This is an optimization exercise on Yosys and OpenROAD, whose aim is small area, a short achievable clock period and few clock cycles per item, not a production implementation.
Only simulation tests tie the RTL to the original design; equivalence was not proved.

==> flow/design.v (outline; a module is shown in full before it is edited, if it fits) <==
// module fa: 4 lines
// module ha: 4 lines
// module reciprocal: 23 lines
// module imc: 1322 lines
module imc
  #(parameter INPUT_W = 16,
    parameter OUTPUT_W = 16)
(
    input  logic                   clk,
    input  logic                   rst_n,
    input  logic                   start,
    input  logic [INPUT_W-1:0]     aIn,
    input  logic [INPUT_W-1:0]     bIn,
    input  logic [INPUT_W-1:0]     cIn,
    input  logic [INPUT_W-1:0]     dIn,
    output logic                   ready,
    output logic [OUTPUT_W-1:0]    aOut,
    output logic [OUTPUT_W-1:0]    bOut,
    output logic [OUTPUT_W-1:0]    cOut,
    output logic [OUTPUT_W-1:0]    dOut,
    output logic                   aOut_sign,
    output logic                   bOut_sign,
    output logic                   cOut_sign,
    output logic                   dOut_sign
);
  // ...
==> flow/run.sh <==
#!/bin/bash
# synth_recipe.tcl (not shown) runs the flow's synth.tcl, then flattens the netlist and writes it again
# the make line also repeats each setting of config.mk as NAME=value (left out here)
make -C /OpenROAD-flow-scripts/flow DESIGN_CONFIG=/design/flow/config.mk WORK_HOME=/design/flow/orfs CLKGATE_MAP_FILE= SYNTH_SCRIPT=/design/flow/synth_recipe.tcl finish
==> flow/config.mk <==
export PLATFORM = sky130hd
export DESIGN_NAME = imc
export DESIGN_NICKNAME = imc
export VERILOG_FILES = /design/flow/design.v
export SDC_FILE = /design/flow/constraint.sdc
export NUM_CORES = 4
export LEC_CHECK = 0
export CAP_MARGIN = 20
export CORE_MARGIN = 2
export CORE_UTILIZATION = 75
export SETUP_SLACK_MARGIN = 3
export SLEW_MARGIN = 20
export SYNTH_HIERARCHICAL = 1
==> flow/constraint.sdc <==
create_clock -name core_clock -period 11.0 [get_ports {clk}]
set_input_delay 2.2000 -clock core_clock [delete_from_list [all_inputs] [get_ports {clk}]]
set_output_delay 2.2000 -clock core_clock [all_outputs]
set_load 0.01 [all_outputs]
==> flow_summary_export.csv, run 1 <==
group,metric,value,unit
detailed_routing,detail_route.wl_per_cell,21.8,µm
cts,cts_setup_buffers,13,
global_routing,antenna_found_initial,0,
cts,cts_hold_buffers,0,
finish,largest_reg_flops,13,
finish,clkbuf_count,9,
finish,finalCoreUtilization,84.4,%
synth,synth_simple_gate_area_share,15.1,%
detailed_routing,vias,18549,
status,status,"finished clean",
synth,synth_compound_area_share,8.22,%
timing,final.min_clock_period,8120,ps
finish,multi_input_area,19800,µm²
critical_path,crit_arrival,5920,ps
critical_path,crit_path_max_fanout,16,
placement,placed_cells,2782,
finish,fill_cells,1727,
synth,yosysMostFrequentCell,"nand2_1",
synth,yosys_warnings,8,
placement,port_buffers,135,
synth,yosys.area_share.adder,56.4,%
finish,largestClassByArea,"multi-input combinational cells",
cts,cts_resized,96,
critical_path,required,8800,ps
Testbench counts, summed over its fixed seeds: cycles 3,200, items 3,200.
==> run 2, diff against run 1 <==
--- a/flow/config.mk
+++ b/flow/config.mk
@@ -9,3 +9,3 @@
 export CORE_MARGIN = 2
-export CORE_UTILIZATION = 75
+export CORE_UTILIZATION = 60
 export SETUP_SLACK_MARGIN = 3
==> run 2 against run 1 <==
  * Still clean on timing, DRC and antenna
  * Non-clock buffer count is 7 higher
  * Global-route usage is 7.7 points lower
  * Utilization is 17 points lower
  * Via count is 5.2% lower
  * Flip-flop and latch count stayed put
  * Cell count is 4.6% higher
  * Synthesized cell count stayed put
  * Area after synthesis stayed put
  * Critical path type is now input port to register
  * Largest cell class unchanged
==> flow_summary_export.csv, run 2 <==
group,metric,value,unit
detailed_routing,detail_route.wl_per_cell,21.1,µm
finish,final_nets,3197,
finish,register_area,2070,µm²
synth,yosys-top-cells-area,"fa_1 (49%), nand2_1 (11%), edfxtp_1 (9.0%), ha_1 (7.4%), inv_1 (3.2%)",
cts,cts_buffer_depth,2,
finish,mostFrequentLayoutCells,"nand2_1 (692), fa_1 (553), inv_1 (196)",
detailed_routing,wl,62400,µm
finish,layout-drive-gt1-share,8.23,%
finish,multi_input_area,19900,µm²
floorplanning,die_y,199,µm
cts,cts_tree,"done",
timing,rsz0062_at_grt,"yes",
floorplanning,initial_utilization,60.7,%
global_routing,use_met3,4.95,%
global_routing,met1_usage,45.1,%
timing,finalSetupTns,0,ps
finish,max_flop_register,"dy_r",
detailed_routing,first_iter_violations,1451,
synth,synth_compound_area_share,8.22,%
detailed_routing,viasPerCell,5.96,
finish,fill_cells,3042,
synth,seq_area_frac_synth,9.07,%
global_routing,first_global_vias,18515,
critical_path,critPathKind,"input port to register",
synth,synth_top_cells_by_count,"nand2_1 (692), fa_1 (558), inv_1 (196), clkbuf_1 (147), ha_1 (135)",
global_routing,grt_usage,32.8,%
detailed_routing,vias,17588,
synth,ys.flop_type,"edfxtp_1",
finish,insertedDiodeCount,0,
synth,synth_top_area_share,49.0,%
global_routing,grt_start_max_net_pins,69,
floorplanning,fp.dieArea,39600,µm²
synth,ys_seq_elements,69,
timing,setup_viol,0,
cts,cts_hold_buffers,0,
critical_path,crit_arrival,8040,ps
synth,synth_top_family_by_area,"adder cells",
floorplanning,ios,136,
synth,synthMuxAreaShare,0.472,%
timing,final.min_clock_period,7850,ps
synth,yosys.area_share.adder,56.4,%
global_routing,grt_pass1_wl,99400,µm
finish,fin_area,25500,µm²
hold_path,hold_path.class,"input port to asynchronous set/reset pin",
synth,synthXorXnorAreaFrac,4.00,%
global_routing,antenna_found_initial,0,
global_routing,overflow,0,
global_routing,use_met2,55.2,%
floorplanning,die_x,199,µm
synth,synth-edff-count,68,
synth,syn_inst,2370,
floorplanning,coreArea,37600,µm²
timing,hold_viol,0,
job,maxCapViolCount,0,
critical_path,cp-end-kind,"register",
critical_path,required,11190,ps
cts,htreeDepth,3,
placement,placed_area,24500,µm²
global_routing,grt_busiest_layer,"met2",
synth,ys_types,60,
synth,syn-cell-area,22800,µm²
timing,slew_violations,0,
critical_path,crit_path_max_fanout,16,
finish,layout_commonest_cell,"nand2_1",
timing,max_slew_margin,40.6,%
cts,cts_made_buffers,9,
cts,cts_root_buf,"clkbuf_16",
finish,area.growth.synth_to_final,11.9,%
status,status,"finished clean",
synth,yosys_warnings,8,
synth,async_flop_share,1.45,%
detailed_routing,dr.pass1.iters,6,
critical_path,critPathLaunchType,"input port",
timing,finalCritPeriodShare,71.4,%
detailed_routing,drc,0,
synth,synth_simple_gate_area_share,15.1,%
floorplanning,row_count,71,
finish,largest_reg_flops,13,
cts,cts.clk_slew.worst_paths,60,ps
placement,port_buffers,135,
synth,yosysMostFrequentCell,"nand2_1",
synth,synth_top_area_cell,"fa_1",
placement,dp_hpwl,46500,µm
timing,achievable-frequency,127,MHz
detailed_routing,ant_nets,0,
timing,tightest_slew,891,ps
synth,avgSynthCellArea,9.62,µm²
placement,place.gp.congestion,0.904,
finish,largest_registers,"dy_r: 13 flops, dx_r: 12 flops",
cts,clock_sinks,69,
[run 2: cell types whose count changed in the layout (fill, tap and decap cells not counted), moves of 3 or more]
cell,change
clkbuf_2,+4
nor3_1,-3
nor2b_2,+4
clkdlybuf4s50_1,-9
nor3_2,+3
clkdlybuf4s15_1,-4
dlygate4sd2_1,+7
ha_1,-3
buf_6,+8
[run 2: what timing repair did]
action / in CTS / in global routing
endpoints found under the hold margin: 0 / 0
cloned: 1 / 3
gates resized for setup: 114 / 154
setup buffers: 7 / 16
endpoints found under the setup margin: 44 / 35
pin swaps: 10 / 19
[run 2: worst max path at each step]
stage / from / to / slack [ps]
floorplan: aIn[8] / lo_r[3] / 3330
global placement: lo_r[0] / bOut[15] / 2310
detailed placement: lo_r[0] / bOut[15] / 2110
CTS: lo_r[0] / bOut[15] / 2850
global route: lo_r[0] / cOut[14] / 2940
finish: aIn[1] / lo_r[4] / 3150
[run 2: per-layer routing]
metal | vias up | wire, µm
met5 | - | 0
met4 | 0 | 1670
met3 | 132 | 4820
met2 | 830 | 31000
met1 | 9011 | 24800
li1 | 7615 | -
[run 2: cell type report]
cell class | count | area share (%)
Inverter | 196 | 2.89
Timing Repair Buffer | 195 | 7.05
Tap cell | 511 | 2.51
Multi-Input combinational cell | 1966 | 78.2
Clock buffer | 9 | 0.883
Sequential cell | 69 | 8.11
Clock inverter | 7 | 0.383
[run 2: cells by family (layout without fill, tap and decap cells)]
group	Yosys count	after routing
xor gates and xnor gates	104	105
DFF	69	69
AOI/OAI and AO/OA	259	260
and+or+nand+nor	842	842
other	1	58
muxes	8	8
buffers and inverters	394	407
adders and majority gates	693	693
[run 2: worst max-delay path: stages]
cell	delay [ps]
clkdlybuf4s15_1	690
nand2_1	170
fa_1	550
fa_1	430
fa_1	480
fa_1	400
fa_1	460
fa_1	420
fa_1	570
inv_1	70
fa_1	530
fa_2	230
inv_1	80
fa_1	410
a21o_1	200
a21oi_1	140
[run 2: Yosys stat by module, one instance, submodules excluded]
module / cells / flops+latches / copies in the design
reciprocal: 30 / 0 / 2
fa: 1 / 0 / 551
imc: 1747 / 69 / 1
ha: 1 / 0 / 12
[run 2: per-stage QoR]
stage          hold slack [ps]  setup WS [ps]  cells  utilization [%]
2_1_floorplan             1900           3330   2427                -
5_1_grt                   1990           2940   2953             67.9
3_5_place_dp              2350           2110   2910             65.1
3_3_place_gp              2350           2310   2910             65.1
6_report                  2000           3150   2953             67.9
4_1_cts                   1990           2850   2934             66.8
==> run 3, diff against run 2 <==
--- a/flow/config.mk
+++ b/flow/config.mk
@@ -10,3 +10,3 @@
 export CORE_UTILIZATION = 60
-export SETUP_SLACK_MARGIN = 3
+export SETUP_SLACK_MARGIN = 4
 export SLEW_MARGIN = 20
==> run 3 against run 2 <==
  * Critical path type is now register to output port
  * Worst setup slack improved by 99 ps
  * First-iteration DRC count rose by 37%
  * Fmax rose by 1.3%
  * Highest routed layer unchanged
  * Still clean
==> flow_summary_export.csv, run 3 <==
group,metric,value,unit
critical_path,worst-path-buf-inv,6,
global_routing,antenna_found_initial,0,
floorplanning,die_x,199,µm
critical_path,crit_path_max_fanout,6,
floorplanning,die_y,199,µm
synth,avgSynthCellArea,9.62,µm²
timing,finalSetupTns,0,ps
floorplanning,fp.dieArea,39600,µm²
finish,max_flop_register,"dy_r",
cts,cts_tree,"done",
detailed_routing,ant_nets,0,
global_routing,grt_start_max_net_pins,69,
global_routing,overflow,0,
critical_path,cp_common_cell,"fa_1",
synth,ys_seq_elements,69,
synth,async_flop_share,1.45,%
critical_path,critPathLaunchType,"register",
synth,synth_top_area_share,49.0,%
synth,syn_inst,2370,
critical_path,required,8800,ps
critical_path,cp_cell_sequence,"buf_6 -> nor3_4 -> buf_6 -> xnor2_4 -> nor2b_4 -> a22o_1 -> a32o_2 -> buf_12 -> buf_12 -> nand2_4 -> fa_1 -> fa_1 -> fa_1 -> ha_4 -> a211o_1 -> nor3_2 -> a21oi_2 -> a41oi_2 -> buf_4 -> nor2b_4 -> xnor2_2 -> buf_2",
cts,cts_made_buffers,9,
synth,synth_top_area_cell,"fa_1",
detailed_routing,drc,0,
status,status,"finished clean",
floorplanning,initial_utilization,60.7,%
finish,layout-drive-gt1-share,24.8,%
global_routing,grt_pass1_wl,110000,µm
timing,tightest_slew,951,ps
synth,ys_types,60,
synth,yosys-top-cells-area,"fa_1 (49%), nand2_1 (11%), edfxtp_1 (9.0%), ha_1 (7.4%), inv_1 (3.2%)",
timing,final.min_clock_period,7760,ps
critical_path,cp-end-kind,"output port",
timing,rsz0062_at_grt,"yes",
finish,largest_reg_flops,13,
floorplanning,coreArea,37600,µm²
detailed_routing,dr.pass1.iters,9,
synth,ys.flop_type,"edfxtp_1",
finish,layout_commonest_cell,"nand2_1",
placement,dp_hpwl,46100,µm
floorplanning,row_count,71,
critical_path,crit_family,"adder cells",
critical_path,slowest_delay,590,ps
cts,cts_root_buf,"clkbuf_16",
global_routing,grt_usage,36.6,%
synth,yosys_warnings,8,
timing,slew_violations,0,
timing,max_slew_margin,36.6,%
finish,mostFrequentLayoutCells,"nand2_1 (663), fa_1 (438), inv_1 (182)",
synth,yosysMostFrequentCell,"nand2_1",
timing,finalCritPeriodShare,70.5,%
detailed_routing,wl,70000,µm
synth,seq_area_frac_synth,9.07,%
timing,setup_viol,0,
job,maxCapViolCount,0,
detailed_routing,detail_route.wl_per_cell,22.6,µm
finish,largest_registers,"dy_r: 13 flops, dx_r: 12 flops",
timing,achievable-frequency,129,MHz
cts,htreeDepth,3,
finish,final_nets,3335,
finish,insertedDiodeCount,0,
cts,clock_sinks,69,
detailed_routing,vias,19031,
placement,place.gp.congestion,0.887,
floorplanning,ios,136,
placement,placed_area,24600,µm²
cts,cts_buffer_depth,2,
critical_path,cpMaxStageDelayCell,"fa_1",
finish,area.growth.synth_to_final,24.2,%
synth,syn-cell-area,22800,µm²
detailed_routing,viasPerCell,6.16,
synth,synth_top_cells_by_count,"nand2_1 (692), fa_1 (558), inv_1 (196), clkbuf_1 (147), ha_1 (135)",
timing,hold_viol,0,
cts,cts_hold_buffers,0,
cts,cts.clk_slew.worst_paths,70,ps
synth,synth-edff-count,68,
detailed_routing,first_iter_violations,1989,
global_routing,first_global_vias,20446,
critical_path,crit_arrival,5560,ps
critical_path,critPathKind,"register to output port",
placement,port_buffers,135,
hold_path,hold_path.class,"input port to asynchronous set/reset pin",
finish,fin_area,28300,µm²
[run 3: cell counts after synthesis]
No cell type changed its count.
[run 3: layout make-up]
type	instances	area, µm²
inverter	196	738
tap	511	639
timing repair buffer	330	3490
multi-input combinational	1969	21100
fill	2620	9260
clock inverter	7	105
clock buffer	9	225
sequential	69	2070
[run 3: final timing paths]
| path | cells past startpoint | to | from | slack [ps] |
|---|---|---|---|---|
| min in group core_clock | 1 | sA_r | dIn[15] | 2100 |
| setup / recovery | 22 | aOut[12] | lo_r[0] | 3240 |
| hold / removal | 1 | ready_r | rst_n | 1980 |
| max in group asynchronous | 1 | ready_r | rst_n | 8930 |
[run 3: per-module statistics from Yosys (local to each module, per instance)]
module / flip-flops and latches / times used / cells / cell area, µm²
imc: 69 / 1 / 1747 / 11100
reciprocal: 0 / 2 / 30 / 254
fa: 0 / 551 / 1 / 20.0
ha: 0 / 12 / 1 / 12.5
[run 3: stage by stage]
stage          hold slack (ps)  cells  util [%]  worst slack (ps)
3_5_place_dp              2350   2902      65.5              1920
2_1_floorplan             1900   2427         -              3800
3_3_place_gp              2350   2902      65.5              2010
6_report                  1980   3091      75.4              3240
4_1_cts                   1970   3054      73.0              3410
5_1_grt                   1990   3091      75.4              3040
[run 3: per-layer routing]
| layer | up-vias | routed length (µm) | GRT usage, % |
|---|---|---|---|
| met5 | - | 0 | 0 |
| met4 | 0 | 2670 | 15.3 |
| met3 | 215 | 6720 | 6.02 |
| met2 | 1183 | 33700 | 59.2 |
| met1 | 9718 | 26900 | 49.5 |
| li1 | 7915 | - | - |
[run 3: kinds of logic after synthesis]
| group | after synthesis | synth area share, % |
|---|---|---|
| mux | 8 | 0.472 |
| compound gates | 259 | 8.22 |
| xor+xnor | 104 | 4.00 |
| other cells | 1 | 0.0165 |
| fa+ha+maj | 693 | 56.4 |
| buf+inv | 394 | 6.66 |
| flops | 69 | 9.07 |
| simple gates | 842 | 15.1 |
[run 3: repair_timing]
| item | 4_1_cts | 5_1_grt |
|---|---|---|
| resized for setup | 779 | 216 |
| pin swaps | 176 | 149 |
| setup buffers | 123 | 35 |
| endpoints found under the setup margin | 68 | 56 |
| cloned | 13 | 2 |
==> run 4, diff against run 3 <==
--- a/flow/config.mk
+++ b/flow/config.mk
@@ -10,3 +10,3 @@
 export CORE_UTILIZATION = 60
-export SETUP_SLACK_MARGIN = 4
+export SETUP_SLACK_MARGIN = 5
 export SLEW_MARGIN = 20
==> run 4 against run 3 <==
  * Still clean
  * Cell area increased by 7.1%
  * Worst hold slack worse by 13 ps
  * Flip-flop and latch count is the same
  * Global-route usage rose by 2.5 points
  * Synthesized cell count stayed put
  * Sequential share of layout area is 0.49 points lower
  * Fmax decreased by 0.97%
  * Count of clock-buffer cells in the layout stayed put
  * First-iteration DRC count is 26% higher
  * Critical path type unchanged
==> flow_summary_export.csv, run 4 <==
group,metric,value,unit
status,status,"finished clean",
floorplanning,ios,136,
timing,finalSetupTns,0,ps
synth,async_flop_share,1.45,%
global_routing,antenna_found_initial,1,
critical_path,cp_cell_sequence,"buf_4 -> nor2b_1 -> a22o_4 -> a32o_4 -> buf_12 -> nand2_4 -> fa_1 -> fa_1 -> fa_1 -> ha_4 -> o211ai_1 -> o21ai_4 -> a211oi_4 -> o21ai_2 -> or3_1 -> a32o_2 -> buf_6",
synth,synth_top_cells_by_count,"nand2_1 (692), fa_1 (558), inv_1 (196), clkbuf_1 (147), ha_1 (135)",
floorplanning,fp.dieArea,39600,µm²
detailed_routing,drc,0,
cts,cts_tree,"done",
finish,layout_commonest_cell,"nand2_1",
finish,final_nets,3485,
timing,timing.final.ws_setup,3170,ps
timing,finalCritPeriodShare,71.2,%
synth,syn-cell-area,22800,µm²
detailed_routing,ant_nets,0,
floorplanning,die_y,199,µm
global_routing,grt_busiest_layer,"met2",
synth,seq_area_frac_synth,9.07,%
global_routing,overflow,0,
critical_path,slowest_delay,610,ps
critical_path,cpMaxStageDelayCell,"fa_1",
finish,max_flop_register,"dy_r",
placement,dp_hpwl,46400,µm
timing,achievable-frequency,128,MHz
critical_path,critPathKind,"register to output port",
critical_path,crit_arrival,5630,ps
floorplanning,initial_utilization,60.7,%
cts,cts_buffer_depth,2,
timing,slew_violations,0,
global_routing,use_met3,8.44,%
global_routing,grt_start_max_net_pins,45,
global_routing,first_global_vias,21670,
global_routing,grt_usage,39.1,%
synth,synth-edff-count,68,
global_routing,use_met2,64.6,%
detailed_routing,dr.pass1.iters,15,
finish,finalCoreUtilization,80.7,%
synth,synth_top_area_share,49.0,%
global_routing,met1_usage,49.6,%
timing,hold_viol,0,
critical_path,crit_path_max_fanout,11,
placement,pre_cts_ws,2090,ps
floorplanning,row_count,71,
critical_path,critPathLaunchType,"register",
finish,insertedDiodeCount,0,
cts,cts.clk_slew.worst_paths,70,ps
detailed_routing,viasPerCell,6.35,
critical_path,crit_family,"adder cells",
cts,cts_made_buffers,9,
critical_path,cp-end-kind,"output port",
hold_path,hold_path.class,"input port to asynchronous set/reset pin",
cts,clock_sinks,69,
timing,setup_viol,0,
cts,cts_hold_buffers,0,
finish,mostFrequentLayoutCells,"nand2_1 (619), fa_1 (383), buf_4 (235)",
placement,place.gp.congestion,0.883,
synth,ys.flop_type,"edfxtp_1",
synth,avgSynthCellArea,9.62,µm²
timing,final.min_clock_period,7830,ps
cts,htreeDepth,3,
timing,tightest_slew,1270,ps
critical_path,worst-path-buf-inv,3,
critical_path,required,8800,ps
detailed_routing,first_iter_violations,2515,
synth,synth_top_area_cell,"fa_1",
synth,yosysMostFrequentCell,"nand2_1",
floorplanning,die_x,199,µm
floorplanning,coreArea,37600,µm²
synth,syn_inst,2370,
timing,rsz0062_at_grt,"yes",
synth,yosys_warnings,8,
detailed_routing,wl,78700,µm
finish,largest_registers,"dy_r: 13 flops, dx_r: 12 flops",
placement,port_buffers,135,
global_routing,grt_pass1_wl,117000,µm
synth,ys_seq_elements,69,
cts,cts_root_buf,"clkbuf_16",
synth,yosys-top-cells-area,"fa_1 (49%), nand2_1 (11%), edfxtp_1 (9.0%), ha_1 (7.4%), inv_1 (3.2%)",
critical_path,cp_common_cell,"fa_1",
finish,area.growth.synth_to_final,33.1,%
finish,largest_reg_flops,13,
job,maxCapViolCount,0,
detailed_routing,detail_route.wl_per_cell,24.3,µm
finish,layout-drive-gt1-share,35.2,%
timing,max_slew_margin,15.3,%
synth,ys_types,60,
detailed_routing,vias,20574,
## run 4: cell types whose count changed in the layout (fill, tap and decap cells not counted), sizes merged
cell,before,now
a32o,15,20
buf,282,440
bufbuf,7,5
bufinv,2,1
clkbuf,20,15
clkdlybuf4s15,1,5
clkdlybuf4s50,23,14
clkinv,0,4
dlygate4sd2,2,3
dlymetal6s2s,4,0
inv,200,197
nor2b,14,15
xnor2,61,62
## run 4: metrics by stage
| step | area, µm² | instances | hold slack, ps |
|---|---|---|---|
| 2_1_floorplan | 24900 | 2427 | 1900 |
| 3_3_place_gp | 25300 | 2901 | 2350 |
| 3_5_place_dp | 25300 | 2901 | 2350 |
| 4_1_cts | 29000 | 3154 | 1960 |
| 5_1_grt | 30300 | 3241 | 1960 |
| 6_report | 30300 | 3241 | 1960 |
## run 4: worst paths after layout
path | from | endpoint | slack, ps | depth (start not counted)
setup / recovery | lo_r[3] | bOut[15] | 3170 | 17
min in group core_clock | aIn[15] | sD_r | 2130 | 1
hold / removal | rst_n | ready_r | 1960 | 1
max in group asynchronous | rst_n | ready_r | 8940 | 1
## run 4: kinds of logic after synthesis
kind of cell,Yosys count,share of synthesized area [%]
AO/OA/AOI/OAI,259,8.22
flip-flops,69,9.07
other,1,0.0165
buffers and inverters,394,6.66
AND/OR/NAND/NOR,842,15.1
XOR/XNOR,104,4.00
adder cells (fa/ha/maj),693,56.4
multiplexers,8,0.472
## run 4: layer usage
layer  wire [µm]  part of all wire (%)
met1       27700                    35
met2       37800                    48
met3        8730                    11
met4        4430                   5.6
met5          16                 0.020
## run 4: Yosys stat by module (local to each module, per instance)
module      flip-flops and latches  cells inside  copies in the design  area [µm²]
fa                               0             1                   551        20.0
ha                               0             1                    12        12.5
reciprocal                       0            30                     2         254
imc                             69          1747                     1       11100
## run 4: layout make-up
type	count	area (µm²)
sequential	69	2070
inverter	196	741
clock inverter	7	73.8
clock buffer	9	225
fill	2236	7240
multi-input combinational	1976	22000
timing repair buffer	473	4610
tap	511	639
## run 4: what timing repair did
item | CTS | global route
setup endpoints to repair | 89 | 72
cloned | 16 | 2
resized for setup | 911 | 197
pin swaps | 238 | 195
setup buffers | 221 | 85
==> run 5, diff against run 4 <==
==> flow/flow/run.sh (new file) <==
#!/bin/bash
# The standard layout (the standard.sh, all ORFS steps from synthesis
# to finish), except that buffer_ports puts a buf_2 on every input and
# output port instead of the cell it picks on its own (a slow delay cell,
# clkdlybuf4s50_1). Timing repair still resizes port buffers as it needs.
# make's output goes to flow_make.log; ORFS keeps each step's log under
# orfs/logs.
set -euo pipefail
bash standard.sh "BUFFER_PORTS_ARGS=-buffer_cell sky130_fd_sc_hd__buf_2" finish > flow_make.log 2>&1
==> flow/standard.sh (new file) <==
#!/bin/bash
# synth_recipe.tcl (not shown) runs the flow's synth.tcl, then flattens the netlist and writes it again
# the make line also repeats each setting of config.mk as NAME=value (left out here)
make -C /OpenROAD-flow-scripts/flow DESIGN_CONFIG=/design/flow/config.mk WORK_HOME=/design/flow/orfs CLKGATE_MAP_FILE= SYNTH_SCRIPT=/design/flow/synth_recipe.tcl "${@:-finish}"
--- a/flow/config.mk
+++ b/flow/config.mk
@@ -10,3 +10,3 @@
 export CORE_UTILIZATION = 60
-export SETUP_SLACK_MARGIN = 5
+export SETUP_SLACK_MARGIN = 3
 export SLEW_MARGIN = 20
removed: flow/run.sh
==> run 5 against run 4 <==
  * Cell count fell by 10%
  * Critical endpoint unchanged
  * Global-route usage is 6.6 points lower
  * Critical path depth rose by 3
  * Utilization decreased by 16 points
==> flow_summary_export.csv, run 5 <==
group,metric,value,unit
job,maxCapViolCount,0,
floorplanning,die_y,199,µm
critical_path,required,8800,ps
cts,cts_made_buffers,9,
cts,cts_tree,"done",
timing,rsz0062_at_grt,"yes",
placement,dp_hpwl,45000,µm
finish,final_nets,3158,
detailed_routing,vias,17387,
placement,pre_cts_ws,2470,ps
timing,setup_viol,0,
finish,layout_commonest_cell,"nand2_1",
status,status,"finished clean",
timing,tightest_slew,882,ps
floorplanning,initial_utilization,60.7,%
finish,max_flop_register,"dy_r",
detailed_routing,dr.pass1.iters,8,
synth,synth_top_area_share,49.0,%
synth,synth-edff-count,68,
floorplanning,ios,136,
finish,largest_reg_flops,13,
finish,fill_cells,3204,
cts,cts_hold_buffers,0,
timing,hold_viol,0,
detailed_routing,detail_route.wl_per_cell,21.2,µm
synth,seq_area_frac_synth,9.07,%
finish,largest_registers,"dy_r: 13 flops, dx_r: 12 flops",
global_routing,grt_pass1_wl,98600,µm
synth,synth_top_area_cell,"fa_1",
cts,clock_sinks,69,
synth,ys.flop_type,"edfxtp_1",
finish,insertedDiodeCount,0,
synth,yosysMostFrequentCell,"nand2_1",
global_routing,first_global_vias,18176,
cts,htreeDepth,3,
detailed_routing,viasPerCell,5.97,
cts,cts_root_buf,"clkbuf_16",
synth,yosys-top-cells-area,"fa_1 (49%), nand2_1 (11%), edfxtp_1 (9.0%), ha_1 (7.4%), inv_1 (3.2%)",
synth,async_flop_share,1.45,%
timing,max_slew_margin,41.2,%
synth,ys_types,60,
global_routing,antenna_found_initial,0,
global_routing,overflow,0,
timing,final.min_clock_period,7890,ps
placement,port_buffers,135,
placement,place.gp.congestion,0.896,
critical_path,critPathLaunchType,"register",
finish,layout-drive-gt1-share,8.53,%
critical_path,crit_path_max_fanout,16,
timing,finalSetupTns,0,ps
cts,cts.clk_slew.worst_paths,60,ps
synth,syn-cell-area,22800,µm²
floorplanning,row_count,71,
global_routing,grt_usage,32.5,%
synth,avgSynthCellArea,9.62,µm²
detailed_routing,drc,0,
floorplanning,die_x,199,µm
synth,ys_seq_elements,69,
cts,cts_buffer_depth,2,
critical_path,cp-end-kind,"output port",
floorplanning,fp.dieArea,39600,µm²
detailed_routing,first_iter_violations,1545,
synth,yosys_warnings,8,
finish,mostFrequentLayoutCells,"nand2_1 (692), fa_1 (557), inv_1 (196)",
global_routing,grt_start_max_net_pins,69,
timing,slew_violations,0,
timing,finalCritPeriodShare,71.8,%
finish,area.growth.synth_to_final,6.56,%
timing,achievable-frequency,127,MHz
hold_path,hold_path.class,"input port to asynchronous set/reset pin",
timing,timing.final.ws_setup,3110,ps
synth,synth_top_cells_by_count,"nand2_1 (692), fa_1 (558), inv_1 (196), clkbuf_1 (147), ha_1 (135)",
detailed_routing,ant_nets,0,
detailed_routing,wl,61700,µm
critical_path,critPathKind,"register to output port",
floorplanning,coreArea,37600,µm²
critical_path,crit_arrival,5690,ps
synth,syn_inst,2370,
[run 5: cell counts after synthesis]
Identical to the previous run, type by type.
[run 5: through the flow]
step                      util, %  instance area (µm²)  hold WS, ps  cells
after global placement       62.8                23600         1980   2884
after detailed placement     62.8                23600         1980   2884
after floorplan                 -                23000         1900   2427
after CTS                    64.1                24100         1610   2904
final                        64.6                24300         1620   2913
after global routing         64.6                24300         1620   2913
[run 5: path summary, 6_finish.rpt]
| path | from | endpoint | slack, ps | cells after the start |
|---|---|---|---|---|
| max | lo_r[1] | bOut[15] | 3110 | 20 |
| min | rst_n | ready_r | 1620 | 1 |
| max in group asynchronous | rst_n | ready_r | 9300 | 1 |
| min in group core_clock | dIn[15] | sA_r | 2390 | 1 |
[run 5: worst max-delay path, cell delays in order (launching register included)]
cell and delay (ps):
edfxtp_1 400, buf_4 170, nor3_4 280, xnor2_4 210, buf_4 180, nand2b_1 50
a31oi_1 270, a32o_2 260, buf_12 180, nand2_1 90, fa_1 480, fa_1 570
fa_1 420, ha_1 350, a21oi_1 160, o21ai_1 150, a211oi_2 200, o21ai_0 170
or3_1 370, a32o_1 260, buf_2 140
[run 5: cells by family (layout without fill, tap and decap cells)]
| kind of cell | Yosys count | in the layout | share of synthesized area [%] |
|---|---|---|---|
| compound gates | 259 | 260 | 8.22 |
| xor+xnor | 104 | 104 | 4.00 |
| fa+ha+maj | 693 | 693 | 56.4 |
| buf+inv | 394 | 367 | 6.66 |
| flops | 69 | 69 | 9.07 |
| mux | 8 | 8 | 0.472 |
| other cells | 1 | 58 | 0.0165 |
| simple gates | 842 | 843 | 15.1 |
[run 5: per-module statistics from Yosys, one instance, submodules excluded]
module	area (µm²)	flip-flops and latches	copies in the design	cells
imc	11100	69	1	1747
reciprocal	254	0	2	30
fa	20.0	0	551	1
ha	12.5	0	12	1
[run 5: cell type report]
class / instances / area, µm² / area share (%)
clock buffer: 9 / 225 / 0.927
timing repair buffer: 156 / 886 / 3.65
clock inverter: 6 / 113 / 0.464
sequential: 69 / 2070 / 8.51
tap: 511 / 639 / 2.63
multi-input combinational: 1966 / 19600 / 80.8
inverter: 196 / 736 / 3.03
[run 5: layer usage]
metal	vias up	track usage [%]	wire, µm
li1	7525	-	-
met1	8993	46.4	25900
met2	780	54.1	30200
met3	89	3.58	4340
met4	0	7.57	1200
met5	-	0	0
[run 5: what timing repair did]
action	4_1_cts	5_1_grt
gates cloned	0	3
gates resized for setup	16	29
buffers inserted	5	6
pin swaps	1	2
endpoints found under the setup margin	32	23

## re-timing with driven ports
In the flow no input, the clock included, has a driving cell. The finished layouts below were timed again as built, in two steps. Step 1 (the two cells are an assumption about what drives the block):
set clk [get_ports {clk}]
set_driving_cell -lib_cell sky130_fd_sc_hd__clkbuf_16 $clk
set_driving_cell -lib_cell sky130_fd_sc_hd__buf_2 [delete_from_list [all_inputs] $clk]
Step 2, shift: input delay + t, output delay - t, t = (earliest + latest rising clock arrival at the registers) / 2. This alone moves slack from input paths to output paths. Three values: ideal, step 1, step 2; two values: the first two.
run	t (ns)	setup slack, ns	worst register clock-pin slew, ns	worst slew at a driven data input, ns
run 1	0.374	2.877 / 2.840 / 2.725	0.06 / 0.06	0.05
run 2	0.385	3.145 / 3.140 / 2.768	0.06 / 0.06	0.05
run 3	0.396	3.244 / 3.194 / 3.505	0.07 / 0.07	0.18
run 4	0.408	3.167 / 3.120 / 3.477	0.07 / 0.07	0.08
run 5	0.387	3.105 / 3.059 / 2.926	0.06 / 0.06	0.04
After both steps every run listed still meets setup and hold. For run 2, which loses most, drivers alone change the setup slack by -0.005 ns; drivers and shift together by -0.377 ns.
